This is an optimization exercise on Yosys and OpenROAD, whose aim is small area, a short achievable clock period and few clock cycles, not a production implementation.
The RTL was checked by simulation tests, not by an equivalence proof against the original design.

Setup of main:
Design top, start of the top module:
module top (
    input          clk,
    input          reset,
    input          start,
    input  [127:0] IN,
    output [3:0]   addr_r,
    output [3:0]   addr_c,
    input  [127:0] Wr,
    input  [127:0] Wc,
    output         done,
    output [127:0] Y
);
==> module s1neuron, before the edit <==
module s1neuron #(parameter G = 2, parameter CW = 5) (
    input              clk,
    input  [CW-1:0]    cnt,
    input              busy,
    input  [127:0]     IN,
    input  [127:0]     Wr,
    output reg [15:0]  h
);
    localparam Q = 8 / G;
    localparam LG = (G <= 2) ? 1 : (G <= 4) ? 2 : 3;
    wire [CW-1:0] u = cnt;
    wire [LG-1:0] g = (G == 1) ? 0 : u[LG-1:0];
    reg  [16*Q-1:0] opx, opw;
    reg  [16*Q-1:0] prod;
    wire [16*Q-1:0] pw;
    reg  [15:0] acc;
    function [15:0] smacc;
        input [15:0] acc;
        input [15:0] p;
        reg         as;
        reg  [16:0] t;
        begin
            as = acc[15] & (|acc[14:0]);       
            t  = {as, as, acc[14:0]} + {p[15], p[15], p[14:0] ^ {15{p[15]}}} + {16'd0, p[15]};
            smacc = {t[16], t[14:0]};
        end
    endfunction
    genvar i;
    generate
        for (i = 0; i < Q; i = i + 1) begin : lane
            always @(posedge clk) begin
                opx[16*i +: 16] <= IN[16*(g*Q+i) +: 16];
                opw[16*i +: 16] <= Wr[16*(g*Q+i) +: 16];
            end
            multiplier mul (.a(opx[16*i +: 16]), .b(opw[16*i +: 16]), .p(pw[16*i +: 16]));
        end
    endgenerate
    always @(posedge clk) prod <= pw;
    wire [CW-1:0] u2 = cnt - 2;
    wire          act = (cnt >= 2) && (cnt < 8*G+2);
    wire          first = (G == 1) ? 1'b1 : (u2[LG-1:0] == 0);
    wire          last  = (G == 1) ? 1'b1 : (u2[LG-1:0] == G-1);
    wire [16*(Q+1)-1:0] chain;
    assign chain[15:0] = first ? 16'd0 : acc;
    generate
        for (i = 0; i < Q; i = i + 1) begin : fold
            assign chain[16*(i+1) +: 16] = smacc(chain[16*i +: 16], prod[16*i +: 16]);
        end
    endgenerate
    wire [15:0] s = chain[16*Q +: 16];
    always @(posedge clk) begin
        if (act) acc <= s;
        if (act && last) h <= s[15] ? 16'd0 : s;
    end
endmodule
==> module rmac, before the edit <==
module rmac #(parameter G = 2) (
    input              clk,
    input              act,
    input  [G-1:0]     sel,
    input              first,
    input              last,
    input  [15:0]      w,
    input  [15:0]      h,
    output reg [16*G-1:0] y
);
    wire [15:0] p, s;
    reg  [15:0] cur;
    integer k;
    function [15:0] smacc;
        input [15:0] acc;
        input [15:0] p;
        reg         as;
        reg  [16:0] t;
        begin
            as = acc[15] & (|acc[14:0]);       
            t  = {as, as, acc[14:0]} + {p[15], p[15], p[14:0] ^ {15{p[15]}}} + {16'd0, p[15]};
            smacc = {t[16], t[14:0]};
        end
    endfunction
    always @* begin
        cur = 16'd0;
        for (k = 0; k < G; k = k + 1)
            if (sel[k]) cur = y[16*k +: 16];
    end
    multiplier mul (.a(w), .b(h), .p(p));
    assign s = smacc(first ? 16'd0 : cur, p);
    always @(posedge clk)
        for (k = 0; k < G; k = k + 1)
            if (act && sel[k]) begin
                y[16*k +: 16] <= (last && s[15]) ? 16'd0 : s;
            end
endmodule
clock: 35.0 ns
lec_check: 0
cap_margin: 20
core_margin: 2
core_utilization: 45
place_density: 0.6
slew_margin: 20
synth_hierarchical: 1
synth_minimum_keep_size: 0
standard.sh (not shown) runs the stock make flow with config.mk's settings and CLKGATE_MAP_FILE= SYNTH_SCRIPT=/design/flow/synth_recipe.tcl, a recipe that flattens the netlist after the stock synthesis.
==> flow/flow/run.sh <==
#!/bin/bash
set -euo pipefail
bash standard.sh SETUP_SLACK_MARGIN=26.8 finish > standard_flow.log 2>&1
Testbench counts of main, summed over its fixed seeds: cycles 10,240.
Changes in the feature branch relative to main:
-- flow/design.v --
<<< main, line 389
    assign co = (a & b) | (a & c) | (b & c);
endmodule
module s1neuron #(parameter G = 2, parameter CW = 5) (
    input              clk,
>>> the feature branch, line 389
    assign co = (a & b) | (a & c) | (b & c);
endmodule
module hadd_n (
    input  a,
    input  b,
    output s,
    output co
);
    assign s  = ~(a ^ b);
    assign co = a | b;
endmodule
module smacc (
    input  [15:0] acc,
    input  [15:0] p,
    output [15:0] res
);
    wire        az = ~(|acc[14:0]);
    wire        as = acc[15] & ~az;           
    wire        s  = p[15];
    wire [16:0] t  = {as, as, acc[14:0]} + {s, s, p[14:0] ^ {15{s}}} + {16'd0, s};
    assign res = {t[16], t[14:0]};
endmodule
module s1neuron #(parameter G = 2, parameter CW = 5) (
    input              clk,
<<< main, line 405
    wire [16*Q-1:0] pw;
    reg  [15:0] acc;
    function [15:0] smacc;
        input [15:0] acc;
        input [15:0] p;
        reg         as;
        reg  [16:0] t;
        begin
            as = acc[15] & (|acc[14:0]);       
            t  = {as, as, acc[14:0]} + {p[15], p[15], p[14:0] ^ {15{p[15]}}} + {16'd0, p[15]};
            smacc = {t[16], t[14:0]};
        end
    endfunction
    genvar i;
    generate
>>> the feature branch, line 425
    wire [16*Q-1:0] pw;
    reg  [15:0] acc;
    genvar i;
    generate
<<< main, line 435
    generate
        for (i = 0; i < Q; i = i + 1) begin : fold
            assign chain[16*(i+1) +: 16] = smacc(chain[16*i +: 16], prod[16*i +: 16]);
        end
    endgenerate
>>> the feature branch, line 444
    generate
        for (i = 0; i < Q; i = i + 1) begin : fold
            smacc add (.acc(chain[16*i +: 16]), .p(prod[16*i +: 16]), .res(chain[16*(i+1) +: 16]));
        end
    endgenerate
<<< main, line 457
    reg  [15:0] cur;
    integer k;
    function [15:0] smacc;
        input [15:0] acc;
        input [15:0] p;
        reg         as;
        reg  [16:0] t;
        begin
            as = acc[15] & (|acc[14:0]);       
            t  = {as, as, acc[14:0]} + {p[15], p[15], p[14:0] ^ {15{p[15]}}} + {16'd0, p[15]};
            smacc = {t[16], t[14:0]};
        end
    endfunction
    always @* begin
        cur = 16'd0;
>>> the feature branch, line 466
    reg  [15:0] cur;
    integer k;
    always @* begin
        cur = 16'd0;
<<< main, line 474
    end
    multiplier mul (.a(w), .b(h), .p(p));
    assign s = smacc(first ? 16'd0 : cur, p);
    always @(posedge clk)
        for (k = 0; k < G; k = k + 1)
>>> the feature branch, line 472
    end
    multiplier mul (.a(w), .b(h), .p(p));
    smacc add (.acc(first ? 16'd0 : cur), .p(p), .res(s));
    always @(posedge clk)
        for (k = 0; k < G; k = k + 1)
### Flow results
Between the feature branch and main, the final cell count figures differ only marginally.
The feature branch vs main — overall track demand over capacity in global routing rose 0.36 points.
The clock edge transition at the registers on the reported setup and hold paths was comparable across the feature branch and main.
Going from main to the feature branch, end-of-flow core utilization -0.49 points; share of layout cells above drive strength 1 closely matched the old numbers; post-DP HPWL went up 3.3%.
Comparing the feature branch and main, the lower inverter count of the layout excluding clock inverters is on the feature branch.
Relative to main, setup slack decreased by 0.032 ns in the feature branch.
Going from main to the feature branch, die area grew slightly.
Delta (the feature branch minus main): fraction of standard cell area in multi-input logic shows an increase of 0.32 points; wire length of the first global-routing pass went up by about 2.7%.
Testbench counts of the feature branch, summed over its fixed seeds: cycles 10,240.

what the ideal ports hide:
In the flow no input, the clock included, has a driving cell. The finished layouts below were timed again as built, in two steps.
Step 1 sets driving cells, clkbuf_16 on the clock port and buf_2 on the other inputs (assumed; they add their load-dependent delay and slew).
Step 2, shift: input delay + t, output delay - t, t = (earliest + latest rising clock arrival at the registers) / 2. This alone moves slack from input paths to output paths.
Three values: no drivers, after step 1, after step 2; two values: the first two.
run	t (ns)	setup WS [ns]	worst setup path after step 2	clock arrival spread, ns
main	0.737	26.682 / 26.602 / 26.798	input to register	0.039 / 0.038
the feature branch	0.767	26.650 / 26.576 / 26.836	input to register	0.044 / 0.044
After both steps setup and hold are still met in every run listed.
